This is an optimization exercise on Yosys and OpenROAD, whose aim is small area, not a production implementation. Where RTL was checked, it was by simulation tests only, not by an equivalence proof against the original. No functional check of the RTL was part of runs 1 and 3 to 6. Power and IR drop assume default switching activity.

### flow/run.sh
#!/bin/bash
# The standard layout (the standard.sh: ORFS synthesis to finish), with
# every input and output port buffered by the smallest buffer cell.
set -euo pipefail
export BUFFER_PORTS_ARGS="-buffer_cell sky130_fd_sc_hd__buf_1"
bash standard.sh > standard.log 2>&1
### standard.sh
#!/bin/bash
# synth_recipe.tcl (not shown) runs the flow's synth.tcl, then flattens the netlist and writes it again
# the make line also repeats each setting of config.mk as NAME=value (left out here)
make -C /OpenROAD-flow-scripts/flow DESIGN_CONFIG=/design/flow/config.mk WORK_HOME=/design/flow/orfs CLKGATE_MAP_FILE= SYNTH_SCRIPT=/design/flow/synth_recipe.tcl "${@:-finish}"
### config.mk
export PLATFORM = sky130hd
export DESIGN_NAME = compare
export DESIGN_NICKNAME = compare
export VERILOG_FILES = /design/flow/design.v
export SDC_FILE = /design/flow/constraint.sdc
export NUM_CORES = 4
export LEC_CHECK = 0
export CAP_MARGIN = 20
export CORE_MARGIN = 2
export CORE_UTILIZATION = 75
export CTS_BUF_LIST = sky130_fd_sc_hd__clkbuf_8
export CTS_CLUSTER_DIAMETER = 60
export CTS_CLUSTER_SIZE = 16
export SLEW_MARGIN = 20
### constraint.sdc
create_clock -name core_clock -period 4.0 [get_ports {clk}]
set_input_delay 0.8000 -clock core_clock [delete_from_list [all_inputs] [get_ports {clk}]]
set_output_delay 0.8000 -clock core_clock [all_outputs]
set_load 0.01 [all_outputs]
### design.v
`timescale 1ns / 1ps
module compare(
	clk, rst,
	valid_dog,
    data_dog1, data_dog2, data_dog3,
	cpr_end,
	cnt_seed,
	valid_max,
	addr_max
    );
  input clk, rst;
  input valid_dog;
  input signed [7:0] data_dog1, data_dog2, data_dog3;
  output reg valid_max;    
  output reg cpr_end;
  output reg [8:0] cnt_seed;
  output [15:0] addr_max;
  function gt7;
    input [6:0] a, b;
    integer i;
    reg g;
    begin
      g = 1'b0;
      for (i = 0; i < 7; i = i + 1)
        g = (a[i] & ~b[i]) | (a[i] & g) | (~b[i] & g);
      gt7 = g;
    end
  endfunction
  reg [11:0] pos;
  wire [5:0] col = pos[5:0];    
  wire [5:0] row = pos[11:6];   
  wire win_hit = (col >= 6'd17) && (col <= 6'd44);
  wire win_wr = (col >= 6'd17) && (col <= 6'd46);
  wire row_ok = (row >= 6'd18) && (row <= 6'd45);
  wire [6:0] x1, x2, x3;
  compare_one c1 (.data_dog(data_dog1), .data_clip(x1));
  compare_one c2 (.data_dog(data_dog2), .data_clip(x2));
  compare_one c3 (.data_dog(data_dog3), .data_clip(x3));
  wire g31 = gt7(x3, x1);
  wire [6:0] x13 = g31 ? x3 : x1;
  wire g2 = gt7(x2, x13);
  wire [6:0] a_in = g2 ? x2 : x13;
  reg [6:0] a1, a2;    
  reg ok1;             
  reg ok2;             
  wire [7:0] r0, r1, r2;    
  Line_buff #(.NUM(32), .DW(8)) store (
	.clk(clk),
	.load(win_wr),
	.data_in({ok2 && gt7(a2, a1), a2}),
	.data_out(r0),
	.tap1(r1),
	.tap2(r2)
	);
  always @(posedge clk) begin
    a1 <= a_in;
    a2 <= a1;
    ok1 <= g2 && gt7(x2, a1) && (x2[6:1] != 6'd0);
    ok2 <= ok1 && gt7(a1, r0[6:0]) && gt7(a1, r1[6:0]) && gt7(a1, r2[6:0]);
  end
  reg hp;
  always @(posedge clk or negedge rst)
    if (!rst) begin
      pos <= 12'd4030;
      hp <= 1'b0;
      cnt_seed <= 9'd0;
    end else begin
      if (valid_dog)
        pos <= pos + 12'd1;
      hp <= win_hit && row_ok && r1[7] && gt7(r1[6:0], a1) && gt7(r1[6:0], a2);
      if (valid_max)
        cnt_seed <= cnt_seed + 9'd1;
    end
  always @(*) valid_max = hp && gt7(r0[6:0], a1);
  assign addr_max = {4'd0, pos & {12{valid_max}}};
  reg prev_valid, run;
  reg [5:0] q;
  wire start = prev_valid && !valid_dog;
  always @(posedge clk)
    q <= start ? 6'd0 : q + 6'd1;
  always @(posedge clk or negedge rst)
    if (!rst) begin
      prev_valid <= 1'b0;
      run <= 1'b0;
      cpr_end <= 1'b0;
    end else begin
      prev_valid <= valid_dog;
      run <= start || (run && q != 6'd63);
      cpr_end <= run && q == 6'd63;
    end
endmodule
`timescale 1ns / 1ps
module compare_one(
	data_dog,
	data_clip
    );
  input signed [7:0] data_dog;
  output [6:0] data_clip;
  assign data_clip = data_dog[6:0] & {7{~data_dog[7]}};
endmodule
`timescale 1ns / 1ps
module Line_buff(
	clk,
	load,
	data_in,
	data_out,
	tap1,
	tap2
    );
    parameter NUM = 32,
              DW = 8;
    input clk;
    input load;
    input [DW-1:0] data_in;
    output [DW-1:0] data_out;
    output [DW-1:0] tap1;
    output [DW-1:0] tap2;
    reg [DW-1:0] data_tem[0:NUM-1];
    assign data_out = data_tem[NUM-1];
    assign tap1 = data_tem[NUM-2];
    assign tap2 = data_tem[NUM-3];
    generate
    genvar i;
    for(i=0;i<NUM;i=i+1)
    	begin : stage
    	always@(posedge clk)
    		if(i==0)
    			data_tem[i] <= load ? data_in : data_tem[NUM-1];
    		else
    			data_tem[i] <= data_tem[i-1];
    	end
    endgenerate
endmodule
==> results of run 1 <==
==> cells in the mapped netlist (6+ instances only) <==
library cell                 n
sky130_fd_sc_hd__o22ai_1    15
sky130_fd_sc_hd__a21oi_1    12
sky130_fd_sc_hd__nand2_1    24
sky130_fd_sc_hd__nand3_1    19
sky130_fd_sc_hd__nor2b_1     9
sky130_fd_sc_hd__nor3_1      8
sky130_fd_sc_hd__maj3_1     19
sky130_fd_sc_hd__mux2_2      6
sky130_fd_sc_hd__nand2b_1   11
sky130_fd_sc_hd__and3_1      7
sky130_fd_sc_hd__xnor2_1    18
sky130_fd_sc_hd__nor2_1     15
sky130_fd_sc_hd__and2_1     12
sky130_fd_sc_hd__inv_1      38
sky130_fd_sc_hd__o21ai_0    22
sky130_fd_sc_hd__nand4_1     8
sky130_fd_sc_hd__dfstp_2    10
sky130_fd_sc_hd__clkbuf_1   11
sky130_fd_sc_hd__dfxtp_1   278
sky130_fd_sc_hd__dfrtp_1    15
==> registers in the layout, summed over array words and instances, names as in the netlist <==
signal	flops
store.data_tem	256
pos	12
cnt_seed	9
a1	7
a2	7
q	6
cpr_end	1
hp	1
ok1	1
ok2	1
prev_valid	1
run	1
==> power groups by stage <==
stage,combinational [mW],clock (mW),sequential [mW]
after floorplan,0.398,0,4.17
after global placement,0.488,0,4.28
after detailed placement,0.516,0,4.34
after CTS,0.524,1.39,4.30
after global routing,0.582,1.49,4.37
final,0.529,1.37,4.28
==> logic make-up after synthesis <==
family / Yosys count
AND/OR/NAND/NOR: 130
buffers and inverters: 55
other: 1
multiplexers: 6
XOR/XNOR: 22
flip-flops: 303
adder cells (fa/ha/maj): 29
AO/OA/AOI/OAI: 91
==> per-stage QoR <==
stage                     util [%]  total power, mW  cells
after floorplan                  -             4.57    640
after global placement        79.6             4.76    815
after detailed placement      79.6             4.85    815
after CTS                     82.7             6.21    844
after global routing          82.7             6.44    844
final                         82.7             6.18    844
==> area by class of cell <==
class | instances | area, µm²
Tap cell | 140 | 175
Fill cell | 585 | 1880
Timing Repair Buffer | 50 | 191
Clock inverter | 6 | 22.5
Inverter | 40 | 150
Clock buffer | 23 | 317
Multi-Input combinational cell | 282 | 1900
Sequential cell | 303 | 6200
==> metal layers <==
metal / vias to the layer above / share of wire (%) / GRT usage [%]
li1: 2263 / - / -
met4: 0 / 4.2 / 11.7
met5: - / 0 / 0
met3: 69 / 6.3 / 4.39
met1: 2243 / 41 / 31.0
met2: 217 / 49 / 43.3
==> worst paths after layout <==
path	from	to	cells after the start
worst max-delay path	a1[0]$_DFF_P_	addr_max[9]	7
worst min-delay path	rst	cnt_seed[8]$_DFFE_PN0P_	1
worst max register to register	a1[0]$_DFF_P_	ok2$_DFF_P_	7
worst min register to register	store.data_tem[15][0]$_DFF_P_	store.data_tem[16][0]$_DFF_P_	0
max in group asynchronous	rst	pos[2]$_DFFE_PN1P_	2
min in group core_clock	store.data_tem[15][0]$_DFF_P_	store.data_tem[16][0]$_DFF_P_	0
==> out/summary.txt, run 1 <==
PWR
-------------------------------------------------------------------------------------------------
Power per unit of standard cell area                                                   689 mW/mm²
Peak ir drop on the vdd network                                                            660 µV
Power share of the sequential group                                                         69.3%
Internal power consumption                                                                4.69 mW
Relative contribution of combinational cells to total power                                  8.6%
Clock network fraction of total power                                                       22.1%
P_sw                                                                                      1.49 mW
Leak Pwr                                                                                  3.68 nW
Sw Share                                                                                    24.1%

TIMING
-------------------------------------------------------------------------------------------------
Post-route clock skew                                                                   0.0159 ns
TNS Setup                                                                                    0 ns
Final Critical Period                                                                     3.53 ns
Slack of the critical path                                                               0.470 ns
Worst slew pin tran                                                                      0.606 ns
RSZ-0062 raised after global routing                                                        false
Period utilization                                                                          88.2%
Final-report max-slew violation count                                                           0
Number of hold-slack violations in the final timing report                                      0
Final setup violating endpoints                                                                 0
Peak clock frequency supported by timing                                                0.283 GHz
Worst-case hold slack                                                                   0.0406 ns
Max-slew headroom at the worst pin                                                          59.3%

FINISH
-------------------------------------------------------------------------------------------------
Most frequent cells in the layout                                                    sky130_fd_sc_hd__dfxtp_1, sky130_fd_sc_hd__buf_1, sky130_fd_sc_hd__inv_1
Antenna cells                                                                                   0
Post-layout net count                                                                         731
Most frequent standard cell in the layout excluding fill and tap cells               sky130_fd_sc_hd__dfxtp_1
Non-Filler Cell Area, Final                                                           0.00896 mm²
Area added between synthesis and finish                                                     7.76%
Proportion of layout cells with a drive suffix above 1                                      6.96%

LOGIC SYNTHESIS
-------------------------------------------------------------------------------------------------
Share of the synthesized netlist area taken by xor and xnor gates                           2.32%
EDFF count, synth                                                                               0
Total of warnings raised by yosys                                                               3
Dominant cells by area after synthesis                                               sky130_fd_sc_hd__dfxtp_1, sky130_fd_sc_hd__dfrtp_1, sky130_fd_sc_hd__dfstp_2
Proportion of synthesized area in mux cells                                                0.812%
Adder-cell share of the synthesized area                                                    3.72%
Mean post-synth cell area                                                                13.1 µm²
Share of the yosys chip area belonging to registers                                         74.6%
Area share of the largest cell type after synthesis                                         66.9%
Flip-flop cell with the highest count after synthesis                                sky130_fd_sc_hd__dfxtp_1
Synthesized flop and latch total                                                              303
Area share of and/or/nand/nor cells after synthesis                                         8.41%
Largest area contributor in the synthesized netlist                                  sky130_fd_sc_hd__dfxtp_1
Share of the synthesized area in compound gates (AO/OA/AOI/OAI)                             7.46%
Combined area of all synthesized cells                                                0.00832 mm²
Main combinational cell family by area after synthesis                               simple AND/OR/NAND/NOR gates
Count of mapped cells out of synthesis                                                        637
Number of distinct library cell variants in the gate-level netlist after synthesis             57
Async set-or-reset flop fraction in the synthesized netlist                                 8.25%

GLOBAL ROUTE
-------------------------------------------------------------------------------------------------
Maximum number of pins on one net before global-route repair                                   25
First-pass GRT wire length                                                               23100 µm
Number of global-route vias before repair                                                    4770
Remaining Overflow, GRT                                                                         0
Initial antenna violation count                                                                 0
Global routing usage summed across all routing layers                                       25.1%

WORST SETUP PATH
-------------------------------------------------------------------------------------------------
Critical path capture point type                                                     primary output
Critical Path Start Type                                                                 register
Register-to-register setup slack                                                          1.35 ns
Critical Path Max Stage Delay                                                             0.46 ns
Arrival time worst endpoint                                                               2.73 ns
Critical path fanouts, max                                                                     20
Crit Path Class                                                                      register to primary output
Largest delay share family, worst path                                               simple AND/OR/NAND/NOR gates
Crit path buffers/inverters                                                                     1
Slowest stage cell, crit path                                                        sky130_fd_sc_hd__nand2_1
Worst Path Required                                                                       3.20 ns
Cell chain of the critical path                                                      nand2b_1 > maj3_1 > a221oi_1 > o22ai_1 > nand2_1 > and2_1 > buf_1

WORST HOLD PATH
-------------------------------------------------------------------------------------------------
Path class of the lowest-slack min-delay path                                        input pin to asynchronous set/reset pin

FLOORPLANNING
-------------------------------------------------------------------------------------------------
Area enclosed by the die boundary                                                      0.0119 mm²
I/O pin total                                                                                  54
Cell row count                                                                                 38
Vertical die dimension                                                                     109 µm
Core area                                                                              0.0108 mm²
Starting density of the core                                                                76.7%
DIE WIDTH                                                                                  109 µm

PLACE
-------------------------------------------------------------------------------------------------
Cell area after placement                                                             0.00862 mm²
Port buffer count                                                                              49
Gpl congestion                                                                              0.912
Post-detail-place hpwl                                                                    9890 µm
Setup slack after placement                                                              0.969 ns

CLOCK NETWORK
-------------------------------------------------------------------------------------------------
Clock insertion delay at the later pin of the skew report                                 0.52 ns
H-Tree Depth                                                                                    1
Total clock sinks                                                                             303
Number of buffers inserted for hold repair after clock tree synthesis                           0
CTS tree                                                                                    built
Setup Fix Bufs, Post-CTS                                                                        0
CTS Root Buffer Type                                                                 sky130_fd_sc_hd__clkbuf_8
Inserted Clock Buffers                                                                         22
Post-cts sizing count                                                                           0
Maximum count of clock buffers along a single path                                              3
Clock slew seen by the registers of the worst setup and hold paths                        0.10 ns

OUTCOME
-------------------------------------------------------------------------------------------------
Run status                                                               timing/DRC/antenna clean

DRT
-------------------------------------------------------------------------------------------------
Number of nets with antenna violations after detailed routing                                   0
Routed wire per std cell                                                                  17.1 µm
Number of vias after detailed routing                                                        4792
Total iterations of the first detailed-routing run                                              5
DRC marker count from the first detailed-route iteration                                      360
Remaining design rule violation count                                                           0
Via density                                                                                  5.68
Post-detailed-routing wire length                                                        14500 µm

JOB
-------------------------------------------------------------------------------------------------
Max-cap violations                                                                              0

==> inputs of run 2 (changes only) <==
--- a/design.v
+++ b/design.v
@@ -26,7 +26,8 @@
       gt7 = g;
     end
   endfunction
-  reg [11:0] pos;
+  reg [11:0] pos_n;             
+  wire [11:0] pos = ~pos_n;
   wire [5:0] col = pos[5:0];    
   wire [5:0] row = pos[11:6];   
   wire win_hit = (col >= 6'd17) && (col <= 6'd44);
@@ -61,18 +62,18 @@
   reg hp;
   always @(posedge clk or negedge rst)
     if (!rst) begin
-      pos <= 12'd4030;
+      pos_n <= 12'd65;
       hp <= 1'b0;
       cnt_seed <= 9'd0;
     end else begin
       if (valid_dog)
-        pos <= pos + 12'd1;
+        pos_n <= pos_n - 12'd1;
       hp <= win_hit && row_ok && r1[7] && gt7(r1[6:0], a1) && gt7(r1[6:0], a2);
       if (valid_max)
         cnt_seed <= cnt_seed + 9'd1;
     end
   always @(*) valid_max = hp && gt7(r0[6:0], a1);
-  assign addr_max = {4'd0, pos & {12{valid_max}}};
+  assign addr_max = {4'd0, ~(pos_n | {12{~valid_max}})};
   reg prev_valid, run;
   reg [5:0] q;
   wire start = prev_valid && !valid_dog;
--- a/config.mk
+++ b/config.mk
@@ -7,7 +7,7 @@
 export LEC_CHECK = 0
 export CAP_MARGIN = 20
 export CORE_MARGIN = 2
-export CORE_UTILIZATION = 75
+export CORE_UTILIZATION = 60
 export CTS_BUF_LIST = sky130_fd_sc_hd__clkbuf_8
 export CTS_CLUSTER_DIAMETER = 60
 export CTS_CLUSTER_SIZE = 16
==> run 2 against run 1 <==
Net effect: largest power group unchanged; die area up 24%; combinational power up 19%; first-iteration DRC count shrank 21%; flip-flop and latch count did not move; largest cell class unchanged; hold slack improved by 0.20 ns; cell area grew 0.21%; critical endpoint is now addr_max[0]; non-clock buffer count increased by 1; setup slack improved by 0.29 ns; clock power about the same; synthesized cell count is 1.6% higher.
==> out/summary.txt, run 2 <==
OUTCOME
-------------------------------------------------------------------------------------------------
Run status                                                               timing/DRC/antenna clean

GLOBAL ROUTE
-------------------------------------------------------------------------------------------------
Initial antenna violation count                                                                 0
Remaining Overflow, GRT                                                                         0
Number of global-route vias before repair                                                    4338
Maximum number of pins on one net before global-route repair                                   26
First-pass GRT wire length                                                               20800 µm
Global routing usage summed across all routing layers                                       17.3%

LOGIC SYNTHESIS
-------------------------------------------------------------------------------------------------
Leading cell type by number of instances after synthesis                             sky130_fd_sc_hd__dfxtp_1
Combined area of all synthesized cells                                                0.00830 mm²
EDFF count, synth                                                                               0
Area share of the largest cell type after synthesis                                         67.1%
Count of mapped cells out of synthesis                                                        647
Largest area contributor in the synthesized netlist                                  sky130_fd_sc_hd__dfxtp_1
Async set-or-reset flop fraction in the synthesized netlist                                 8.25%
Number of distinct library cell variants in the gate-level netlist after synthesis             56
Most frequent cells after synthesis                                                  sky130_fd_sc_hd__dfxtp_1, sky130_fd_sc_hd__nor2_1, sky130_fd_sc_hd__inv_1
Share of the yosys chip area belonging to registers                                         74.6%
Synthesized flop and latch total                                                              303
Mean post-synth cell area                                                                12.8 µm²
Flip-flop cell with the highest count after synthesis                                sky130_fd_sc_hd__dfxtp_1
Total of warnings raised by yosys                                                               3
Dominant cells by area after synthesis                                               sky130_fd_sc_hd__dfxtp_1, sky130_fd_sc_hd__dfrtp_1, sky130_fd_sc_hd__nor2_1

CLOCK NETWORK
-------------------------------------------------------------------------------------------------
Inserted Clock Buffers                                                                         22
H-Tree Depth                                                                                    1
Clock insertion delay at the later pin of the skew report                                 0.53 ns
CTS tree                                                                                    built
Total clock sinks                                                                             303
Post-cts sizing count                                                                           0
Clock slew seen by the registers of the worst setup and hold paths                        0.10 ns
CTS Root Buffer Type                                                                 sky130_fd_sc_hd__clkbuf_8
Number of buffers inserted for hold repair after clock tree synthesis                           0
Maximum count of clock buffers along a single path                                              3
Setup Fix Bufs, Post-CTS                                                                        0

TIMING
-------------------------------------------------------------------------------------------------
TNS Setup                                                                                    0 ns
RSZ-0062 raised after global routing                                                        false
Post-route clock skew                                                                   0.0143 ns
Worst-case hold slack                                                                    0.236 ns
Final Critical Period                                                                     3.24 ns
Final-report max-slew violation count                                                           0
Final setup violating endpoints                                                                 0
Number of hold-slack violations in the final timing report                                      0
Peak clock frequency supported by timing                                                0.309 GHz
Max-slew headroom at the worst pin                                                          53.4%
Period utilization                                                                          80.9%
Slack of the critical path                                                               0.763 ns
Worst slew pin tran                                                                      0.689 ns

FINISH
-------------------------------------------------------------------------------------------------
Area added between synthesis and finish                                                     8.23%
Antenna cells                                                                                   0
Largest registers                                                                    store.data_tem: 256 flops, pos_n: 12 flops, cnt_seed: 9 flops
Post-layout net count                                                                         742
Proportion of layout cells with a drive suffix above 1                                      5.48%
Most frequent standard cell in the layout excluding fill and tap cells               sky130_fd_sc_hd__dfxtp_1
Max reg flops                                                                                 256
Most frequent cells in the layout                                                    sky130_fd_sc_hd__dfxtp_1, sky130_fd_sc_hd__buf_1, sky130_fd_sc_hd__nor2_1
Largest Register                                                                     store.data_tem
Fill cell count                                                                              1016
Final instance count without filler cells                                                     888

PLACE
-------------------------------------------------------------------------------------------------
Post-detail-place hpwl                                                                    7940 µm
Setup slack after placement                                                              0.539 ns
Port buffer count                                                                              49
Dpl cells                                                                                     861
Gpl congestion                                                                              0.888

FLOORPLANNING
-------------------------------------------------------------------------------------------------
Vertical die dimension                                                                     122 µm
Area enclosed by the die boundary                                                      0.0148 mm²
Starting density of the core                                                                61.9%
I/O pin total                                                                                  54
DIE WIDTH                                                                                  122 µm
Core area                                                                              0.0134 mm²
Cell row count                                                                                 42

DRT
-------------------------------------------------------------------------------------------------
Number of nets with antenna violations after detailed routing                                   0
Number of vias after detailed routing                                                        4533
Total iterations of the first detailed-routing run                                              7
Via density                                                                                  5.10
Routed wire per std cell                                                                  13.8 µm
Remaining design rule violation count                                                           0
DRC marker count from the first detailed-route iteration                                      285
Post-detailed-routing wire length                                                        12200 µm

WORST SETUP PATH
-------------------------------------------------------------------------------------------------
Critical path capture point type                                                     primary output
Worst Path Required                                                                       3.20 ns
Critical path fanouts, max                                                                     20
Arrival time worst endpoint                                                               2.44 ns
Crit Path Class                                                                      register to primary output
Critical Path Start Type                                                                 register

PWR
-------------------------------------------------------------------------------------------------
Power per unit of standard cell area                                                   719 mW/mm²
Leak Pwr                                                                                  3.72 nW
Design Power                                                                              6.46 mW
Peak ir drop on the vdd network                                                            496 µV

JOB
-------------------------------------------------------------------------------------------------
Max-cap violations                                                                              0

WORST HOLD PATH
-------------------------------------------------------------------------------------------------
Path class of the lowest-slack min-delay path                                        input pin to asynchronous set/reset pin

run 2: cell count changes after synthesis, sizes merged, moves of 10 or more:
| cell | previous run | this run |
|---|---|---|
| nor2 | 15 | 45 |
| mux2i | 0 | 10 |
| a21oi | 12 | 22 |
| o22ai | 15 | 1 |
| nand3 | 19 | 8 |
| and2 | 13 | 0 |
run 2: routing by layer:
layer | share of wire (%) | vias up | GRT usage (%) | wire [µm]
met5 | 0 | - | 0 | 0
met4 | 2.7 | 0 | 5.68 | 329
met3 | 5.2 | 31 | 3.32 | 633
met2 | 42 | 149 | 26.0 | 5180
met1 | 50 | 2095 | 25.5 | 6100
li1 | - | 2258 | - | -
run 2: final cells by class:
cell class                      instances  area (µm²)  share of cell area (%)
Clock inverter                          4        15.0                   0.167
Tap cell                              176         220                    2.45
Timing Repair Buffer                   51         199                    2.21
Clock buffer                           23         317                    3.52
Sequential cell                       303        6190                    69.0
Multi-Input combinational cell        297        1910                    21.3
Inverter                               34         128                    1.42
run 2: final timing paths:
| check | from | end | slack, ns | depth (start not counted) |
|---|---|---|---|---|
| min in group core_clock | store.data_tem[13][6]$_DFF_P_ | store.data_tem[14][6]$_DFF_P_ | 0.32 | 0 |
| hold reg to reg | store.data_tem[13][6]$_DFF_P_ | store.data_tem[14][6]$_DFF_P_ | 0.32 | 0 |
| setup reg to reg | store.data_tem[30][0]$_DFF_P_ | hp$_DFF_PN0_ | 1.65 | 8 |
| hold / removal | rst | run$_DFF_PN0_ | 0.24 | 2 |
| setup / recovery | a1[2]$_DFF_P_ | addr_max[0] | 0.76 | 9 |
| max in group asynchronous | rst | pos_n[6]$_DFFE_PN1P_ | 3.48 | 2 |
run 2: logic make-up (layout without fill, tap and decap cells):
family          after synthesis  count (layout)  synth area share, %
mux                          12              12                 1.48
xor+xnor                     23              23                 2.43
compound gates               94              94                 7.55
buf+inv                      50             112                 2.49
flops                       303             303                 74.6
fa+ha+maj                    24              24                 3.18
simple gates                140             140                 8.20
other cells                   1               4               0.0452
run 2: worst max-delay path: stages (launching register included):
cell and delay, ns:
sky130_fd_sc_hd__dfxtp_1 0.37, sky130_fd_sc_hd__inv_1 0.22, sky130_fd_sc_hd__nor2_1 0.07, sky130_fd_sc_hd__o32ai_1 0.32, sky130_fd_sc_hd__o311a_1 0.23, sky130_fd_sc_hd__o2111a_1 0.19, sky130_fd_sc_hd__nor2_1 0.05, sky130_fd_sc_hd__buf_4 0.19
sky130_fd_sc_hd__nor2_1 0.13, sky130_fd_sc_hd__buf_1 0.16
run 2: report_power, final:
group	total [mW]	leakage (nW)	internal [mW]	switching, mW
Combinational	0.630	0.922	0.291	0.339
Clock	1.35	0.187	0.521	0.826
Sequential	4.48	2.61	4.07	0.413
Total	6.46	3.72	4.88	1.58
run 2: metrics by stage:
stage	area [µm²]	utilization [%]
floorplan	8310	-
global placement	8650	64.6
detailed placement	8650	64.6
CTS	8980	67.0
global route	8980	67.0
finish	8980	67.0
==> inputs of run 3 (changes only) <==
--- a/design.v
+++ b/design.v
@@ -26,6 +26,17 @@
       gt7 = g;
     end
   endfunction
+  function gt8;
+    input [7:0] a, b;
+    integer i;
+    reg g;
+    begin
+      g = 1'b0;
+      for (i = 0; i < 8; i = i + 1)
+        g = (a[i] & ~b[i]) | (a[i] & g) | (~b[i] & g);
+      gt8 = g;
+    end
+  endfunction
   reg [11:0] pos_n;             
   wire [11:0] pos = ~pos_n;
   wire [5:0] col = pos[5:0];    
@@ -33,14 +44,15 @@
   wire win_hit = (col >= 6'd17) && (col <= 6'd44);
   wire win_wr = (col >= 6'd17) && (col <= 6'd46);
   wire row_ok = (row >= 6'd18) && (row <= 6'd45);
-  wire [6:0] x1, x2, x3;
-  compare_one c1 (.data_dog(data_dog1), .data_clip(x1));
-  compare_one c2 (.data_dog(data_dog2), .data_clip(x2));
-  compare_one c3 (.data_dog(data_dog3), .data_clip(x3));
-  wire g31 = gt7(x3, x1);
-  wire [6:0] x13 = g31 ? x3 : x1;
-  wire g2 = gt7(x2, x13);
-  wire [6:0] a_in = g2 ? x2 : x13;
+  function sgt8;
+    input [7:0] a, b;
+    sgt8 = gt8({~a[7], a[6:0]}, {~b[7], b[6:0]});
+  endfunction
+  wire [7:0] d13 = sgt8(data_dog3, data_dog1) ? data_dog3 : data_dog1;
+  wire g2 = sgt8(data_dog2, d13);
+  wire [7:0] dmax = g2 ? data_dog2 : d13;
+  wire [6:0] a_in = dmax[6:0] & {7{~dmax[7]}};
+  wire [6:0] x2 = data_dog2[6:0] & {7{~data_dog2[7]}};
   reg [6:0] a1, a2;    
   reg ok1;             
   reg ok2;             
@@ -75,10 +87,11 @@
   always @(*) valid_max = hp && gt7(r0[6:0], a1);
   assign addr_max = {4'd0, ~(pos_n | {12{~valid_max}})};
   reg prev_valid, run;
-  reg [5:0] q;
+  reg [6:0] q;
   wire start = prev_valid && !valid_dog;
+  wire q_end = (q == 7'd120);
   always @(posedge clk)
-    q <= start ? 6'd0 : q + 6'd1;
+    q <= start ? 7'd0 : {q[5:0], ~(q[6] ^ q[5])};
   always @(posedge clk or negedge rst)
     if (!rst) begin
       prev_valid <= 1'b0;
@@ -86,8 +99,8 @@
       cpr_end <= 1'b0;
     end else begin
       prev_valid <= valid_dog;
-      run <= start || (run && q != 6'd63);
-      cpr_end <= run && q == 6'd63;
+      run <= start || (run && !q_end);
+      cpr_end <= run && q_end;
     end
 endmodule
 `timescale 1ns / 1ps
--- a/config.mk
+++ b/config.mk
@@ -7,7 +7,7 @@
 export LEC_CHECK = 0
 export CAP_MARGIN = 20
 export CORE_MARGIN = 2
-export CORE_UTILIZATION = 60
+export CORE_UTILIZATION = 75
 export CTS_BUF_LIST = sky130_fd_sc_hd__clkbuf_8
 export CTS_CLUSTER_DIAMETER = 60
 export CTS_CLUSTER_SIZE = 16
==> run 3 against run 2 <==
Net effect: sequential share of layout area grew 0.54 points; cell count decreased by 6.9%; via count grew 1.6%; sequential power is 6.3% higher; hold slack worse by 0.033 ns; flip-flop and latch count rose by 1; area after synthesis is 0.15% lower.
==> out/summary.txt, run 3 <==
PLACE
-------------------------------------------------------------------------------------------------
Gpl congestion                                                                              0.814
Dpl cells                                                                                     800
Post-detail-place hpwl                                                                    9820 µm
Cell area after placement                                                             0.00859 mm²
Port buffer count                                                                              49

TIMING
-------------------------------------------------------------------------------------------------
Final setup violating endpoints                                                                 0
Peak clock frequency supported by timing                                                0.261 GHz
Worst slew pin tran                                                                      0.996 ns
Max-slew headroom at the worst pin                                                          33.5%
Number of hold-slack violations in the final timing report                                      0
Post-route clock skew                                                                   0.0506 ns
Period utilization                                                                          95.8%
Final-report max-slew violation count                                                           0
Final Critical Period                                                                     3.83 ns

CLOCK NETWORK
-------------------------------------------------------------------------------------------------
Maximum count of clock buffers along a single path                                              3
CTS Root Buffer Type                                                                 sky130_fd_sc_hd__clkbuf_8
Clock insertion delay at the later pin of the skew report                                 0.57 ns
Total clock sinks                                                                             304
CTS tree                                                                                    built
Inserted Clock Buffers                                                                         22
Number of buffers inserted for hold repair after clock tree synthesis                           0
Clock slew seen by the registers of the worst setup and hold paths                        0.12 ns
H-Tree Depth                                                                                    1

OUTCOME
-------------------------------------------------------------------------------------------------
Run status                                                               timing/DRC/antenna clean

LOGIC SYNTHESIS
-------------------------------------------------------------------------------------------------
EDFF count, synth                                                                               0
Largest area contributor in the synthesized netlist                                  sky130_fd_sc_hd__dfxtp_1
Leading cell type by number of instances after synthesis                             sky130_fd_sc_hd__dfxtp_1
Synthesized flop and latch total                                                              304
Dominant cells by area after synthesis                                               sky130_fd_sc_hd__dfxtp_1, sky130_fd_sc_hd__dfrtp_1, sky130_fd_sc_hd__maj3_2
Count of mapped cells out of synthesis                                                        618
Combined area of all synthesized cells                                                0.00829 mm²
Total of warnings raised by yosys                                                               3
Area share of the largest cell type after synthesis                                         67.4%
Number of distinct library cell variants in the gate-level netlist after synthesis             63
Flip-flop cell with the highest count after synthesis                                sky130_fd_sc_hd__dfxtp_1
Most frequent cells after synthesis                                                  sky130_fd_sc_hd__dfxtp_1, sky130_fd_sc_hd__nor2_1, sky130_fd_sc_hd__inv_1
Mean post-synth cell area                                                                13.4 µm²
Async set-or-reset flop fraction in the synthesized netlist                                 8.22%
Share of the yosys chip area belonging to registers                                         75.0%

FLOORPLANNING
-------------------------------------------------------------------------------------------------
Starting density of the core                                                                76.8%
Vertical die dimension                                                                     109 µm
Core area                                                                              0.0108 mm²
Cell row count                                                                                 38
DIE WIDTH                                                                                  109 µm
Area enclosed by the die boundary                                                      0.0119 mm²
I/O pin total                                                                                  54

WORST SETUP PATH
-------------------------------------------------------------------------------------------------
Critical path fanouts, max                                                                     17
Critical path capture point type                                                     primary output
Register-to-register setup slack                                                          1.16 ns
Largest delay share family, worst path                                               simple AND/OR/NAND/NOR gates
Startpoint of the most critical register-to-register path                            a1[1]$_DFF_P_
Critical Path Start Type                                                                 register
Arrival time worst endpoint                                                               3.03 ns
Critical Path Max Stage Delay                                                             0.52 ns
Cell chain of the critical path                                                      nor2_2 > a21o_1 > a31oi_1 > or4_1 > maj3_1 > a21oi_2 > o21ai_4 > nor2_1 > buf_1
Cells on worst reg2reg path                                                                    10
Crit path buffers/inverters                                                                     1
Crit Path Class                                                                      register to primary output
Slowest stage cell, crit path                                                        sky130_fd_sc_hd__or4_1
Worst Path Required                                                                       3.20 ns
End of the worst register-to-register path                                           cnt_seed[7]$_DFFE_PN0P_

FINISH
-------------------------------------------------------------------------------------------------
Post-layout net count                                                                         715
Largest Register                                                                     store.data_tem
Antenna cells                                                                                   0
Most frequent standard cell in the layout excluding fill and tap cells               sky130_fd_sc_hd__dfxtp_1
Largest registers                                                                    store.data_tem: 256 flops, pos_n: 12 flops, cnt_seed: 9 flops
Proportion of layout cells with a drive suffix above 1                                      10.3%
Non-Filler Cell Area, Final                                                           0.00894 mm²
Most frequent cells in the layout                                                    sky130_fd_sc_hd__dfxtp_1, sky130_fd_sc_hd__buf_1, sky130_fd_sc_hd__nor2_1
Area added between synthesis and finish                                                     7.94%
Final instance count without filler cells                                                     827
Max reg flops                                                                                 256
Fill cell count                                                                               528

PWR
-------------------------------------------------------------------------------------------------
P_sw                                                                                      1.89 mW
Internal power consumption                                                                5.07 mW
Power per unit of standard cell area                                                   779 mW/mm²
Relative contribution of combinational cells to total power                                 11.8%
Peak ir drop on the vdd network                                                            590 µV
Clock network fraction of total power                                                       19.8%
Sw Share                                                                                    27.2%
Power share of the sequential group                                                         68.4%
Leak Pwr                                                                                  3.73 nW

WORST HOLD PATH
-------------------------------------------------------------------------------------------------
Path class of the lowest-slack min-delay path                                        input pin to asynchronous set/reset pin

GLOBAL ROUTE
-------------------------------------------------------------------------------------------------
Maximum number of pins on one net before global-route repair                                   26
Global routing usage summed across all routing layers                                       26.8%
Number of global-route vias before repair                                                    4742
Remaining Overflow, GRT                                                                         0
First-pass GRT wire length                                                               24400 µm
Initial antenna violation count                                                                 1

DRT
-------------------------------------------------------------------------------------------------
Total iterations of the first detailed-routing run                                              4
Post-detailed-routing wire length                                                        15200 µm
DRC marker count from the first detailed-route iteration                                      434
Via density                                                                                  5.57
Number of nets with antenna violations after detailed routing                                   0
Routed wire per std cell                                                                  18.4 µm
Remaining design rule violation count                                                           0
Number of vias after detailed routing                                                        4606

JOB
-------------------------------------------------------------------------------------------------
Max-cap violations                                                                              0

[run 3: cell families (layout without fill, tap and decap cells)]
| logic type | count (synthesis) | in the layout | synth area share (%) |
|---|---|---|---|
| xor gates and xnor gates | 19 | 19 | 2.01 |
| muxes | 14 | 14 | 1.83 |
| other | 1 | 4 | 0.0453 |
| buffers and inverters | 45 | 111 | 2.42 |
| AOI/OAI and AO/OA | 77 | 77 | 6.58 |
| adders and majority gates | 36 | 36 | 4.74 |
| and+or+nand+nor | 122 | 122 | 7.40 |
| DFF | 304 | 304 | 75.0 |
[run 3: area by class of cell]
type                       instances  area, µm²  area share (%)
clock buffer                      22        303            3.39
clock inverter                     5       31.3           0.350
inverter                          34        128            1.43
multi-input combinational        272       1900            21.2
sequential                       304       6220            69.5
tap                              140        175            1.96
timing repair buffer              50        191            2.14
[run 3: how the worst max path moves through the flow]
stage                   from       endpoint  slack [ns]  cells past startpoint
2_1_floorplan  a1[1]$_DFF_P_   addr_max[10]        1.00                      9
3_3_place_gp    data_dog3[5]  a1[0]$_DFF_P_        0.68                     10
3_5_place_dp    data_dog3[5]  a1[0]$_DFF_P_        0.58                     10
4_1_cts        a1[1]$_DFF_P_   addr_max[10]       0.005                      9
5_1_grt        a1[1]$_DFF_P_   addr_max[10]      -0.006                      9
6_report       a1[1]$_DFF_P_    addr_max[1]        0.17                      9
[run 3: metal layers]
| metal | GRT usage (%) | vias to the layer above | part of all wire, % | wire length, µm |
|---|---|---|---|---|
| met5 | 0 | - | 0 | 0 |
| met4 | 12.2 | 0 | 3.8 | 576 |
| met3 | 4.72 | 56 | 4.4 | 665 |
| met2 | 47.9 | 152 | 51 | 7830 |
| met1 | 31.5 | 2225 | 40 | 6150 |
| li1 | - | 2173 | - | - |
[run 3: repair_timing]
item                                   4_1_cts  5_1_grt
gates cloned                                 0        0
resized for setup                            1        5
setup buffers                                0        0
endpoints found under the hold margin        0        0
setup endpoints to repair                    1       13
[run 3: per-stage QoR]
step           hold slack (ns)  utilization [%]  worst slack [ns]  power (mW)  TNS (ns)
2_1_floorplan            0.310                -              1.00        5.13         0
3_3_place_gp             0.312             79.6             0.675        5.39         0
3_5_place_dp             0.312             79.6             0.580        5.56         0
4_1_cts                  0.212             82.8           0.00534        6.96         0
5_1_grt                  0.233             82.9          -0.00580        7.24  -0.00580
6_report                 0.203             82.9             0.167        6.97         0
[run 3: power groups by stage]
stage	Clock [mW]	Combinational (mW)	Sequential, mW
after floorplan	0	0.623	4.51
after global placement	0	0.727	4.67
after detailed placement	0	0.786	4.77
after CTS	1.39	0.809	4.76
after global routing	1.49	0.899	4.85
final	1.38	0.823	4.76
==> inputs of run 4 (changes only) <==
--- a/config.mk
+++ b/config.mk
@@ -5,6 +5,7 @@
 export SDC_FILE = /design/flow/constraint.sdc
 export NUM_CORES = 4
 export LEC_CHECK = 0
+export ABC_AREA = 1
 export CAP_MARGIN = 20
 export CORE_MARGIN = 2
 export CORE_UTILIZATION = 75
==> run 4 against run 3 <==
Net effect: critical path depth is 2 higher; register-to-register slack improved by 0.24 ns; clock skew down 0.020 ns; clock power down 3%; non-clock buffer count unchanged; largest cell class unchanged; sequential power grew 1%; largest power group unchanged; still clean on timing, DRC and antenna.
==> out/summary.txt, run 4 <==
OUTCOME
-------------------------------------------------------------------------------------------------
Run status                                                               timing/DRC/antenna clean

LOGIC SYNTHESIS
-------------------------------------------------------------------------------------------------
Dominant cells by area after synthesis                                               sky130_fd_sc_hd__dfxtp_1, sky130_fd_sc_hd__dfrtp_1, sky130_fd_sc_hd__nand2_1
Flip-flop cell with the highest count after synthesis                                sky130_fd_sc_hd__dfxtp_1
Number of distinct library cell variants in the gate-level netlist after synthesis             39
Count of mapped cells out of synthesis                                                        704
Share of the yosys chip area belonging to registers                                         76.1%
Combined area of all synthesized cells                                                0.00816 mm²
EDFF count, synth                                                                               0
Area share of the largest cell type after synthesis                                         68.4%
Mean post-synth cell area                                                                11.6 µm²
Synthesized flop and latch total                                                              304
Total of warnings raised by yosys                                                               3
Most frequent cells after synthesis                                                  sky130_fd_sc_hd__dfxtp_1, sky130_fd_sc_hd__nand2_1, sky130_fd_sc_hd__inv_1
Leading cell type by number of instances after synthesis                             sky130_fd_sc_hd__dfxtp_1
Largest area contributor in the synthesized netlist                                  sky130_fd_sc_hd__dfxtp_1
Async set-or-reset flop fraction in the synthesized netlist                                 8.22%

FINISH
-------------------------------------------------------------------------------------------------
Area taken by flip-flops and latches                                                  0.00621 mm²
Antenna cells                                                                                   0
Area added between synthesis and finish                                                     7.80%
Max reg flops                                                                                 256
Most frequent standard cell in the layout excluding fill and tap cells               sky130_fd_sc_hd__dfxtp_1
Largest Register                                                                     store.data_tem
Multi-input logic area                                                                0.00158 mm²
Proportion of layout cells with a drive suffix above 1                                      5.81%
Non-Filler Cell Area, Final                                                           0.00880 mm²
Most frequent cells in the layout                                                    sky130_fd_sc_hd__dfxtp_1, sky130_fd_sc_hd__nand2_1, sky130_fd_sc_hd__inv_1
Post-layout net count                                                                         802
Largest registers                                                                    store.data_tem: 256 flops, pos_n: 12 flops, cnt_seed: 9 flops
Fill cell count                                                                               598

CLOCK NETWORK
-------------------------------------------------------------------------------------------------
Post-cts sizing count                                                                           0
Clock insertion delay at the later pin of the skew report                                 0.52 ns
Inserted Clock Buffers                                                                         22
Setup Fix Bufs, Post-CTS                                                                        0
H-Tree Depth                                                                                    1
CTS tree                                                                                    built
CTS Root Buffer Type                                                                 sky130_fd_sc_hd__clkbuf_8
Number of buffers inserted for hold repair after clock tree synthesis                           0
Total clock sinks                                                                             304
Maximum count of clock buffers along a single path                                              3
Clock slew seen by the registers of the worst setup and hold paths                        0.10 ns

PWR
-------------------------------------------------------------------------------------------------
Relative contribution of combinational cells to total power                                 10.5%
Clock network fraction of total power                                                       19.6%
Peak ir drop on the vdd network                                                            565 µV
Internal power consumption                                                                5.07 mW
Power per unit of standard cell area                                                   781 mW/mm²
Sw Share                                                                                    26.3%
P_sw                                                                                      1.81 mW
Power share of the sequential group                                                         70.0%
Leak Pwr                                                                                  4.02 nW

WORST SETUP PATH
-------------------------------------------------------------------------------------------------
Critical Path Start Type                                                                 register
Worst Path Required                                                                       3.20 ns
Crit Path Class                                                                      register to primary output
Arrival time worst endpoint                                                               2.51 ns
Critical path capture point type                                                     primary output
Critical path fanouts, max                                                                     18

DRT
-------------------------------------------------------------------------------------------------
Post-detailed-routing wire length                                                        13900 µm
Routed wire per std cell                                                                  15.2 µm
Remaining design rule violation count                                                           0
Total iterations of the first detailed-routing run                                              5
Number of nets with antenna violations after detailed routing                                   0
DRC marker count from the first detailed-route iteration                                      362
Via density                                                                                  5.19
Number of vias after detailed routing                                                        4748

FLOORPLANNING
-------------------------------------------------------------------------------------------------
Core area                                                                              0.0107 mm²
Vertical die dimension                                                                     108 µm
Starting density of the core                                                                76.0%
Cell row count                                                                                 38
Area enclosed by the die boundary                                                      0.0117 mm²
DIE WIDTH                                                                                  108 µm
I/O pin total                                                                                  54

GLOBAL ROUTE
-------------------------------------------------------------------------------------------------
Remaining Overflow, GRT                                                                         0
Number of global-route vias before repair                                                    4928
First-pass GRT wire length                                                               22900 µm
Global routing usage summed across all routing layers                                       24.8%
Initial antenna violation count                                                                 0
Maximum number of pins on one net before global-route repair                                   26

TIMING
-------------------------------------------------------------------------------------------------
Final-report max-slew violation count                                                           0
Final Critical Period                                                                     3.31 ns
Peak clock frequency supported by timing                                                0.302 GHz
Max-slew headroom at the worst pin                                                          50.3%
Post-route clock skew                                                                   0.0302 ns
Period utilization                                                                          82.8%
Worst slew pin tran                                                                      0.742 ns
RSZ-0062 raised after global routing                                                        false
TNS Setup                                                                                    0 ns
Number of hold-slack violations in the final timing report                                      0
Final setup violating endpoints                                                                 0

PLACE
-------------------------------------------------------------------------------------------------
Cell area after placement                                                             0.00847 mm²
Port buffer count                                                                              49
Post-detail-place hpwl                                                                    9670 µm
Gpl congestion                                                                              0.912

JOB
-------------------------------------------------------------------------------------------------
Max-cap violations                                                                              0

WORST HOLD PATH
-------------------------------------------------------------------------------------------------
Path class of the lowest-slack min-delay path                                        input pin to asynchronous set/reset pin

## run 4: changes by cell type in the layout (fill, tap and decap cells not counted), moves of 8 or more
cell and change:
sky130_fd_sc_hd__nand2_1 +83, sky130_fd_sc_hd__nand3_1 +11, sky130_fd_sc_hd__nor2_1 +21, sky130_fd_sc_hd__mux2_2 -8
sky130_fd_sc_hd__a21oi_1 -8, sky130_fd_sc_hd__o21ai_0 +13, sky130_fd_sc_hd__maj3_1 -14, sky130_fd_sc_hd__and2_1 -8
sky130_fd_sc_hd__nand2b_1 -9, sky130_fd_sc_hd__inv_1 +48, sky130_fd_sc_hd__o22ai_1 +8, sky130_fd_sc_hd__o221ai_1 +11
sky130_fd_sc_hd__maj3_2 -18
## run 4: final cells by class
cell class              count  share of cell area, %
clock inverters             5                  0.270
repair buffers             50                   2.18
multi-input cells         310                   18.0
clock buffers              22                   3.44
flip-flops and latches    304                   70.6
well taps                 140                   1.99
inverters                  83                   3.54
## run 4: worst max-delay path, stage by stage, from the launching register on
cell,delay (ns)
sky130_fd_sc_hd__dfxtp_1,0.34
sky130_fd_sc_hd__inv_2,0.15
sky130_fd_sc_hd__nand2_1,0.09
sky130_fd_sc_hd__o21ai_1,0.08
sky130_fd_sc_hd__nor3b_1,0.21
sky130_fd_sc_hd__o21ai_1,0.09
sky130_fd_sc_hd__nand2_1,0.06
sky130_fd_sc_hd__o221ai_1,0.10
sky130_fd_sc_hd__o211ai_1,0.15
sky130_fd_sc_hd__nand3_2,0.34
sky130_fd_sc_hd__nor2_1,0.21
sky130_fd_sc_hd__buf_1,0.17
## run 4: power by group through the flow
stage / Combinational [mW] / Sequential, mW / Clock (mW)
floorplan: 0.538 / 4.63 / 0
global placement: 0.674 / 4.78 / 0
detailed placement: 0.705 / 4.87 / 0
CTS: 0.713 / 4.83 / 1.38
global route: 0.820 / 4.93 / 1.49
finish: 0.720 / 4.81 / 1.34
## run 4: through the flow
step	hold slack [ns]	total power, mW	utilization (%)	setup slack (ns)	instances
global placement	0.310	5.45	78.9	1.35	887
global route	0.255	7.24	81.9	0.431	914
finish	0.244	6.87	81.9	0.688	914
CTS	0.230	6.92	81.9	0.669	914
detailed placement	0.312	5.57	78.9	1.13	887
floorplan	0.310	5.16	-	1.52	707
## run 4: worst paths after layout
path	startpoint	to	slack, ns	depth (start not counted)
min	rst	pos_n[2]$_DFFE_PN0P_	0.24	2
max reg2reg	a1[1]$_DFF_P_	cnt_seed[8]$_DFFE_PN0P_	1.40	14
max	a1[1]$_DFF_P_	addr_max[3]	0.69	11
min in group core_clock	store.data_tem[6][5]$_DFF_P_	store.data_tem[7][5]$_DFF_P_	0.32	0
max in group asynchronous	rst	pos_n[6]$_DFFE_PN1P_	3.47	2
min reg2reg	store.data_tem[6][5]$_DFF_P_	store.data_tem[7][5]$_DFF_P_	0.32	0
## run 4: cells by family after synthesis
kind of cell,share of synthesized area [%]
adder cells (fa/ha/maj),0.613
AND/OR/NAND/NOR,10.5
AO/OA/AOI/OAI,6.12
flip-flops,76.1
other,0.0459
XOR/XNOR,1.93
buffers and inverters,4.64
## run 4: per-layer routing
| layer | wire (µm) | track usage, % | vias to the layer above |
|---|---|---|---|
| li1 | - | - | 2331 |
| met1 | 5840 | 30.5 | 2241 |
| met2 | 7050 | 45.4 | 156 |
| met3 | 770 | 4.58 | 20 |
| met4 | 219 | 6.23 | 0 |
| met5 | 0 | 0 | - |
==> inputs of run 5 (changes only) <==
--- a/config.mk
+++ b/config.mk
@@ -9,7 +9,7 @@
 export CAP_MARGIN = 20
 export CORE_MARGIN = 2
 export CORE_UTILIZATION = 75
-export CTS_BUF_LIST = sky130_fd_sc_hd__clkbuf_8
-export CTS_CLUSTER_DIAMETER = 60
-export CTS_CLUSTER_SIZE = 16
+export CTS_BUF_LIST = sky130_fd_sc_hd__clkbuf_16
+export CTS_CLUSTER_DIAMETER = 80
+export CTS_CLUSTER_SIZE = 30
 export SLEW_MARGIN = 20
==> run 5 against run 4 <==
Net effect: still clean; synthesized cell count is the same; core utilization grew 0.84 points; clock-buffer cell count shrank 7; sequential power is essentially flat; total power grew 4.4%; setup slack gained 0.0040 ns; clock skew shrank 0.0023 ns; register-to-register slack gained 0.03 ns; routed wire length grew 14%; sequential share of layout area shrank 0.72 points; hold slack gained 0.059 ns; first-iteration DRC count grew 20%; critical endpoint is now addr_max[4].
==> out/summary.txt, run 5 <==
OUTCOME
-------------------------------------------------------------------------------------------------
Run status                                                               timing/DRC/antenna clean

FLOORPLANNING
-------------------------------------------------------------------------------------------------
Cell row count                                                                                 38
Vertical die dimension                                                                     108 µm
Area enclosed by the die boundary                                                      0.0117 mm²
Starting density of the core                                                                76.0%
DIE WIDTH                                                                                  108 µm
I/O pin total                                                                                  54
Core area                                                                              0.0107 mm²

CLOCK NETWORK
-------------------------------------------------------------------------------------------------
Inserted Clock Buffers                                                                         14
H-Tree Depth                                                                                    1
Number of buffers inserted for hold repair after clock tree synthesis                           0
Maximum count of clock buffers along a single path                                              3
Clock insertion delay at the later pin of the skew report                                 0.49 ns
Total clock sinks                                                                             304
Post-cts sizing count                                                                           0
Setup Fix Bufs, Post-CTS                                                                        0
CTS Root Buffer Type                                                                 sky130_fd_sc_hd__clkbuf_16
CTS tree                                                                                    built
Clock slew seen by the registers of the worst setup and hold paths                        0.11 ns

GLOBAL ROUTE
-------------------------------------------------------------------------------------------------
Global routing usage summed across all routing layers                                       28.1%
Remaining Overflow, GRT                                                                         0
First-pass GRT wire length                                                               25000 µm
Initial antenna violation count                                                                 0
Maximum number of pins on one net before global-route repair                                   32
Number of global-route vias before repair                                                    5056

TIMING
-------------------------------------------------------------------------------------------------
Post-route clock skew                                                                   0.0278 ns
Peak clock frequency supported by timing                                                0.302 GHz
Worst-case hold slack                                                                    0.303 ns
RSZ-0062 raised after global routing                                                        false
Final setup violating endpoints                                                                 0
Number of hold-slack violations in the final timing report                                      0
Max-slew headroom at the worst pin                                                          50.6%
Final Critical Period                                                                     3.31 ns
Worst slew pin tran                                                                      0.738 ns
TNS Setup                                                                                    0 ns
Period utilization                                                                          82.7%
Final-report max-slew violation count                                                           0

FINISH
-------------------------------------------------------------------------------------------------
Max reg flops                                                                                 256
Largest Register                                                                     store.data_tem
Area added between synthesis and finish                                                     8.90%
Post-layout net count                                                                         794
Most frequent cells in the layout                                                    sky130_fd_sc_hd__dfxtp_1, sky130_fd_sc_hd__nand2_1, sky130_fd_sc_hd__inv_1
Proportion of layout cells with a drive suffix above 1                                      4.96%
Antenna cells                                                                                   0
Largest registers                                                                    store.data_tem: 256 flops, pos_n: 12 flops, cnt_seed: 9 flops
Core occupancy in the finished layout                                                       82.7%
Most frequent standard cell in the layout excluding fill and tap cells               sky130_fd_sc_hd__dfxtp_1
Final instance count without filler cells                                                     906

PLACE
-------------------------------------------------------------------------------------------------
Post-detail-place hpwl                                                                    9670 µm
Gpl congestion                                                                              0.912
Dpl cells                                                                                     887
Port buffer count                                                                              49

WORST SETUP PATH
-------------------------------------------------------------------------------------------------
Worst Path Required                                                                       3.20 ns
Arrival time worst endpoint                                                               2.51 ns
Critical path fanouts, max                                                                     18
Critical Path Start Type                                                                 register
Slowest stage cell, crit path                                                        sky130_fd_sc_hd__dfxtp_1
Startpoint of the most critical register-to-register path                            a1[1]$_DFF_P_
Critical Path Max Stage Delay                                                             0.34 ns
Critical path capture point type                                                     primary output
Critical path launch point                                                           a1[1]$_DFF_P_
Register-to-register setup slack                                                          1.43 ns
Cell chain of the critical path                                                      inv_2 > nand2_1 > o21ai_1 > nor3b_1 > o21ai_1 > nand2_1 > o221ai_1 > o211ai_1 > nand3_2 > nor2_1 > buf_1
Largest delay share family, worst path                                               simple AND/OR/NAND/NOR gates
Cells on worst reg2reg path                                                                    14
Crit path buffers/inverters                                                                     2
End of the worst register-to-register path                                           cnt_seed[8]$_DFFE_PN0P_
Crit Path Class                                                                      register to primary output

LOGIC SYNTHESIS
-------------------------------------------------------------------------------------------------
Synthesized flop and latch total                                                              304
Share of the yosys chip area belonging to registers                                         76.1%
Area share of the largest cell type after synthesis                                         68.4%
Count of mapped cells out of synthesis                                                        704
Most frequent cells after synthesis                                                  sky130_fd_sc_hd__dfxtp_1, sky130_fd_sc_hd__nand2_1, sky130_fd_sc_hd__inv_1
Total of warnings raised by yosys                                                               3
Mean post-synth cell area                                                                11.6 µm²
Number of distinct library cell variants in the gate-level netlist after synthesis             39
EDFF count, synth                                                                               0
Leading cell type by number of instances after synthesis                             sky130_fd_sc_hd__dfxtp_1
Combined area of all synthesized cells                                                0.00816 mm²
Largest area contributor in the synthesized netlist                                  sky130_fd_sc_hd__dfxtp_1
Dominant cells by area after synthesis                                               sky130_fd_sc_hd__dfxtp_1, sky130_fd_sc_hd__dfrtp_1, sky130_fd_sc_hd__nand2_1
Async set-or-reset flop fraction in the synthesized netlist                                 8.22%
Flip-flop cell with the highest count after synthesis                                sky130_fd_sc_hd__dfxtp_1

PWR
-------------------------------------------------------------------------------------------------
Leak Pwr                                                                                  4.05 nW
Peak ir drop on the vdd network                                                            680 µV
Power per unit of standard cell area                                                   806 mW/mm²

DRT
-------------------------------------------------------------------------------------------------
Routed wire per std cell                                                                  17.4 µm
DRC marker count from the first detailed-route iteration                                      435
Number of vias after detailed routing                                                        4854
Post-detailed-routing wire length                                                        15800 µm
Remaining design rule violation count                                                           0
Number of nets with antenna violations after detailed routing                                   0
Via density                                                                                  5.36
Total iterations of the first detailed-routing run                                              5

JOB
-------------------------------------------------------------------------------------------------
Max-cap violations                                                                              0

WORST HOLD PATH
-------------------------------------------------------------------------------------------------
Path class of the lowest-slack min-delay path                                        input pin to asynchronous set/reset pin

==> run 5: worst max path at each step <==
stage / cells past startpoint / slack (ns) / end
floorplan: 22 / 1.52 / a1[4]$_DFF_P_
global placement: 26 / 1.35 / a1[4]$_DFF_P_
detailed placement: 24 / 1.13 / a1[0]$_DFF_P_
CTS: 11 / 0.70 / addr_max[4]
global route: 11 / 0.45 / addr_max[6]
finish: 11 / 0.69 / addr_max[4]
==> run 5: stage by stage <==
| step | setup slack [ns] | instance area (µm²) | power [mW] |
|---|---|---|---|
| 2_1_floorplan | 1.52 | 8180 | 5.16 |
| 3_3_place_gp | 1.35 | 8470 | 5.45 |
| 3_5_place_dp | 1.13 | 8470 | 5.57 |
| 4_1_cts | 0.697 | 8890 | 7.18 |
| 5_1_grt | 0.451 | 8890 | 7.49 |
| 6_report | 0.692 | 8890 | 7.17 |
==> run 5: power breakdown <==
part           internal, mW  leakage [nW]  total, mW  switching (mW)
sequential             4.30          2.65       4.84           0.533
clock                 0.695         0.212       1.58           0.888
combinational         0.259          1.19      0.752           0.493
==> run 5: cell families (layout without fill, tap and decap cells) <==
kind of cell / Yosys count / in the layout / synth area share, %
adders and majority gates: 4 / 4 / 0.613
DFF: 304 / 304 / 76.1
xor gates and xnor gates: 18 / 18 / 1.93
buffers and inverters: 93 / 152 / 4.64
AOI/OAI and AO/OA: 78 / 78 / 6.12
and+or+nand+nor: 206 / 206 / 10.5
other: 1 / 4 / 0.0459
==> run 5: layer usage <==
layer	GRT usage, %	vias to the layer above	wire [µm]
met1	32.5	2260	6110
met3	4.76	53	971
met4	11.5	0	601
met5	0	-	0
met2	51.5	217	8080
li1	-	2324	-
==> run 5: cell type report <==
class | count | area (µm²)
sequential | 304 | 6210
fill | 556 | 1850
multi-input combinational | 310 | 1580
clock buffer | 15 | 375
inverter | 83 | 312
timing repair buffer | 50 | 191
tap | 140 | 175
clock inverter | 4 | 41.3
==> run 5: worst register-to-register path: stages (launching register included) <==
cell and delay [ns]:
sky130_fd_sc_hd__dfxtp_1 0.34, sky130_fd_sc_hd__inv_2 0.16, sky130_fd_sc_hd__nand2_1 0.10, sky130_fd_sc_hd__o21ai_1 0.08, sky130_fd_sc_hd__nor3b_1 0.21, sky130_fd_sc_hd__o21ai_1 0.09, sky130_fd_sc_hd__nand2_1 0.06, sky130_fd_sc_hd__o221ai_1 0.10
sky130_fd_sc_hd__o211ai_1 0.15, sky130_fd_sc_hd__nand3_2 0.34, sky130_fd_sc_hd__nor2_1 0.26, sky130_fd_sc_hd__nand2_1 0.14, sky130_fd_sc_hd__nor2_1 0.17, sky130_fd_sc_hd__nand3_1 0.11, sky130_fd_sc_hd__xnor2_1 0.19
==> inputs of run 6 (changes only) <==
==> flow/run.sh (replaced) <==
#!/bin/bash
# The standard layout (the standard.sh: ORFS synthesis to finish), with
# every input and output port buffered by the smallest buffer cell, and a
# clock tree of clkbuf_8 cells without dummy loads.
set -euo pipefail
export BUFFER_PORTS_ARGS="-buffer_cell sky130_fd_sc_hd__buf_1"
export CTS_ARGS="-sink_clustering_enable -repair_clock_nets -sink_clustering_size 16 -sink_clustering_max_diameter 60 -buf_list sky130_fd_sc_hd__clkbuf_8 -dont_use_dummy_load"
bash standard.sh > standard.log 2>&1
--- a/config.mk
+++ b/config.mk
@@ -9,7 +9,7 @@
 export CAP_MARGIN = 20
 export CORE_MARGIN = 2
 export CORE_UTILIZATION = 75
-export CTS_BUF_LIST = sky130_fd_sc_hd__clkbuf_16
-export CTS_CLUSTER_DIAMETER = 80
-export CTS_CLUSTER_SIZE = 30
+export CTS_BUF_LIST = sky130_fd_sc_hd__clkbuf_8
+export CTS_CLUSTER_DIAMETER = 60
+export CTS_CLUSTER_SIZE = 16
 export SLEW_MARGIN = 20
==> run 6 against run 5 <==
Net effect: largest power group unchanged; still clean on timing, DRC and antenna; largest cell class unchanged; sequential share of layout area up 0.91 points; critical endpoint is now addr_max[3]; setup slack worse by 0.056 ns; combinational power down 3.9%; area after synthesis unchanged; routed wire length down 11%.
==> out/summary.txt, run 6 <==
TIMING
-------------------------------------------------------------------------------------------------
Final Critical Period                                                                     3.36 ns
Peak clock frequency supported by timing                                                0.297 GHz
Post-route clock skew                                                                   0.0471 ns
Number of hold-slack violations in the final timing report                                      0
Max-slew headroom at the worst pin                                                          50.8%
Period utilization                                                                          84.1%
TNS Setup                                                                                    0 ns
Final-report max-slew violation count                                                           0
Final setup violating endpoints                                                                 0
RSZ-0062 raised after global routing                                                        false
Worst slew pin tran                                                                      0.735 ns

FINISH
-------------------------------------------------------------------------------------------------
Most frequent cells in the layout                                                    sky130_fd_sc_hd__dfxtp_1, sky130_fd_sc_hd__nand2_1, sky130_fd_sc_hd__inv_1
Most frequent standard cell in the layout excluding fill and tap cells               sky130_fd_sc_hd__dfxtp_1
Proportion of layout cells with a drive suffix above 1                                      5.72%
Area added between synthesis and finish                                                     7.51%
Largest registers                                                                    store.data_tem: 256 flops, pos_n: 12 flops, cnt_seed: 9 flops
Antenna cells                                                                                   0
Fill cell count                                                                               605
Post-layout net count                                                                         802
Max reg flops                                                                                 256
Largest Register                                                                     store.data_tem

PWR
-------------------------------------------------------------------------------------------------
Leak Pwr                                                                                  4.00 nW
Design Power                                                                              6.85 mW
Peak ir drop on the vdd network                                                            566 µV
Power per unit of standard cell area                                                   780 mW/mm²

LOGIC SYNTHESIS
-------------------------------------------------------------------------------------------------
Total of warnings raised by yosys                                                               3
Dominant cells by area after synthesis                                               sky130_fd_sc_hd__dfxtp_1, sky130_fd_sc_hd__dfrtp_1, sky130_fd_sc_hd__nand2_1
Async set-or-reset flop fraction in the synthesized netlist                                 8.22%
Number of distinct library cell variants in the gate-level netlist after synthesis             39
Largest area contributor in the synthesized netlist                                  sky130_fd_sc_hd__dfxtp_1
Combined area of all synthesized cells                                                0.00816 mm²
Most frequent cells after synthesis                                                  sky130_fd_sc_hd__dfxtp_1, sky130_fd_sc_hd__nand2_1, sky130_fd_sc_hd__inv_1
Mean post-synth cell area                                                                11.6 µm²
Synthesized flop and latch total                                                              304
Area share of the largest cell type after synthesis                                         68.4%
Leading cell type by number of instances after synthesis                             sky130_fd_sc_hd__dfxtp_1
EDFF count, synth                                                                               0
Flip-flop cell with the highest count after synthesis                                sky130_fd_sc_hd__dfxtp_1
Share of the yosys chip area belonging to registers                                         76.1%
Count of mapped cells out of synthesis                                                        704

PLACE
-------------------------------------------------------------------------------------------------
Post-detail-place hpwl                                                                    9670 µm
Port buffer count                                                                              49
Gpl congestion                                                                              0.912

GLOBAL ROUTE
-------------------------------------------------------------------------------------------------
Initial antenna violation count                                                                 0
Remaining Overflow, GRT                                                                         0
Global routing usage summed across all routing layers                                       25.0%
Number of global-route vias before repair                                                    4958
Maximum number of pins on one net before global-route repair                                   26
First-pass GRT wire length                                                               23000 µm

OUTCOME
-------------------------------------------------------------------------------------------------
Run status                                                               timing/DRC/antenna clean

CLOCK NETWORK
-------------------------------------------------------------------------------------------------
Total clock sinks                                                                             304
Number of buffers inserted for hold repair after clock tree synthesis                           0
CTS tree                                                                                    built
Inserted Clock Buffers                                                                         22
Post-cts sizing count                                                                           0
H-Tree Depth                                                                                    1
Setup Fix Bufs, Post-CTS                                                                        0
Clock slew seen by the registers of the worst setup and hold paths                        0.09 ns
Maximum count of clock buffers along a single path                                              3
CTS Root Buffer Type                                                                 sky130_fd_sc_hd__clkbuf_8
Clock insertion delay at the later pin of the skew report                                 0.52 ns

WORST SETUP PATH
-------------------------------------------------------------------------------------------------
Critical path fanouts, max                                                                     18
Critical path capture point type                                                     primary output
Cell chain of the critical path                                                      inv_2 > nand2_1 > o21ai_1 > nor3b_1 > o21ai_1 > nand2_1 > o221ai_1 > o211ai_1 > nand3_2 > nor2_1 > buf_1
Worst Path Required                                                                       3.20 ns
Critical Path Max Stage Delay                                                             0.36 ns
Critical Path Start Type                                                                 register
Crit Path Class                                                                      register to primary output
Arrival time worst endpoint                                                               2.56 ns
Slowest stage cell, crit path                                                        sky130_fd_sc_hd__nand3_2

FLOORPLANNING
-------------------------------------------------------------------------------------------------
DIE WIDTH                                                                                  108 µm
Starting density of the core                                                                76.0%
Vertical die dimension                                                                     108 µm
Core area                                                                              0.0107 mm²
Cell row count                                                                                 38
Area enclosed by the die boundary                                                      0.0117 mm²
I/O pin total                                                                                  54

DRT
-------------------------------------------------------------------------------------------------
Total iterations of the first detailed-routing run                                              4
Number of vias after detailed routing                                                        4754
Number of nets with antenna violations after detailed routing                                   0
Via density                                                                                  5.23
DRC marker count from the first detailed-route iteration                                      419
Remaining design rule violation count                                                           0
Post-detailed-routing wire length                                                        14000 µm
Routed wire per std cell                                                                  15.4 µm

WORST HOLD PATH
-------------------------------------------------------------------------------------------------
Path class of the lowest-slack min-delay path                                        input pin to asynchronous set/reset pin

JOB
-------------------------------------------------------------------------------------------------
Max-cap violations                                                                              0

## run 6: cell count changes in the layout (fill, tap and decap cells not counted), sizes merged
cell,change
clkinv,-1
clkbuf,+7
inv,-3
## run 6: where the power goes
part | internal [mW] | switching (mW) | total (mW)
clock network | 0.495 | 0.823 | 1.32
logic | 0.258 | 0.465 | 0.723
registers | 4.30 | 0.506 | 4.81
## run 6: per-stage QoR
step | hold slack, ns | area [µm²] | utilization, % | instances | setup slack (ns)
floorplan | 0.310 | 8180 | - | 707 | 1.52
global placement | 0.310 | 8470 | 78.9 | 887 | 1.35
detailed placement | 0.312 | 8470 | 78.9 | 887 | 1.13
CTS | 0.230 | 8780 | 81.7 | 909 | 0.644
global route | 0.261 | 8780 | 81.7 | 909 | 0.428
finish | 0.246 | 8780 | 81.7 | 909 | 0.636
## run 6: logic make-up (layout without fill, tap and decap cells)
kind of cell    after synthesis  after routing  synth area share (%)
xor+xnor                     18             18                  1.93
simple gates                206            206                  10.5
other cells                   1              4                0.0459
flops                       304            304                  76.1
buf+inv                      93            155                  4.64
compound gates               78             78                  6.12
fa+ha+maj                     4              4                 0.613
## run 6: final timing paths
| kind | start | to | slack [ns] | cells past startpoint |
|---|---|---|---|---|
| max | a1[1]$_DFF_P_ | addr_max[3] | 0.64 | 11 |
| max reg2reg | a1[1]$_DFF_P_ | cnt_seed[8]$_DFFE_PN0P_ | 1.33 | 14 |
| max in group asynchronous | rst | pos_n[6]$_DFFE_PN1P_ | 3.47 | 2 |
| min reg2reg | store.data_tem[10][4]$_DFF_P_ | store.data_tem[11][4]$_DFF_P_ | 0.31 | 0 |
| min | rst | run$_DFF_PN0_ | 0.25 | 2 |
| min in group core_clock | store.data_tem[10][4]$_DFF_P_ | store.data_tem[11][4]$_DFF_P_ | 0.31 | 0 |
## run 6: critical path: cells and delay by family, from the launching register on
family                 cells  cell delay [ns]
flip-flops                 1             0.34
AO/OA/AOI/OAI              4             0.44
buffers and inverters      2             0.32
AND/OR/NAND/NOR            5             0.94
## run 6: layout make-up
class / count / area [µm²] / area share, %
multi-input combinational: 310 / 1580 / 18.0
clock buffer: 22 / 303 / 3.45
timing repair buffer: 50 / 191 / 2.18
sequential: 304 / 6210 / 70.8
tap: 140 / 175 / 2.00
inverter: 83 / 312 / 3.55
## run 6: per-layer routing
layer  up-vias  track usage [%]  wire length [µm]
li1       2329                -                 -
met1      2240             30.6              5780
met2       156             45.3              7040
met3        29             4.46               820
met4         0             7.60               318
met5         -                0                 0

what the ideal ports hide:
In the flow no input, the clock included, has a driving cell. The finished layouts below were timed again as built, in two steps. Step 1, drivers: a clkbuf_16 drives clk and a buf_2 each remaining input, both assumed. Step 2 adds t to the input delays and takes it off the output delays; t is the mean of the earliest and latest rising clock arrival at the registers after step 1. Input paths then give back, and output paths get back, about the clock's delay inside the block. Slacks: ideal / step 1 / step 2; pairs: ideal / step 1.
run	t (ns)	setup WS [ns]	worst setup path at the end	latest minus earliest clock arrival (ns)	worst slew at a driven data input, ns
run 1	0.548	0.470 / 0.436 / 0.881	input to register	0.023 / 0.023	0.05
run 2	0.557	0.763 / 0.725 / 0.450	input to register	0.018 / 0.017	0.03
run 3	0.576	0.167 / 0.129 / 0.571	input to register	0.061 / 0.061	0.04
run 4	0.538	0.688 / 0.654 / 1.099	input to register	0.033 / 0.032	0.04
run 5	0.515	0.692 / 0.653 / 0.826	input to register	0.028 / 0.028	0.04
run 6	0.532	0.636 / 0.602 / 1.109	input to register	0.048 / 0.048	0.04
After both steps setup and hold are still met in every run listed. The setup slack of run 2, which loses most, moves by -0.038 ns with the drivers and by -0.313 ns with both steps.
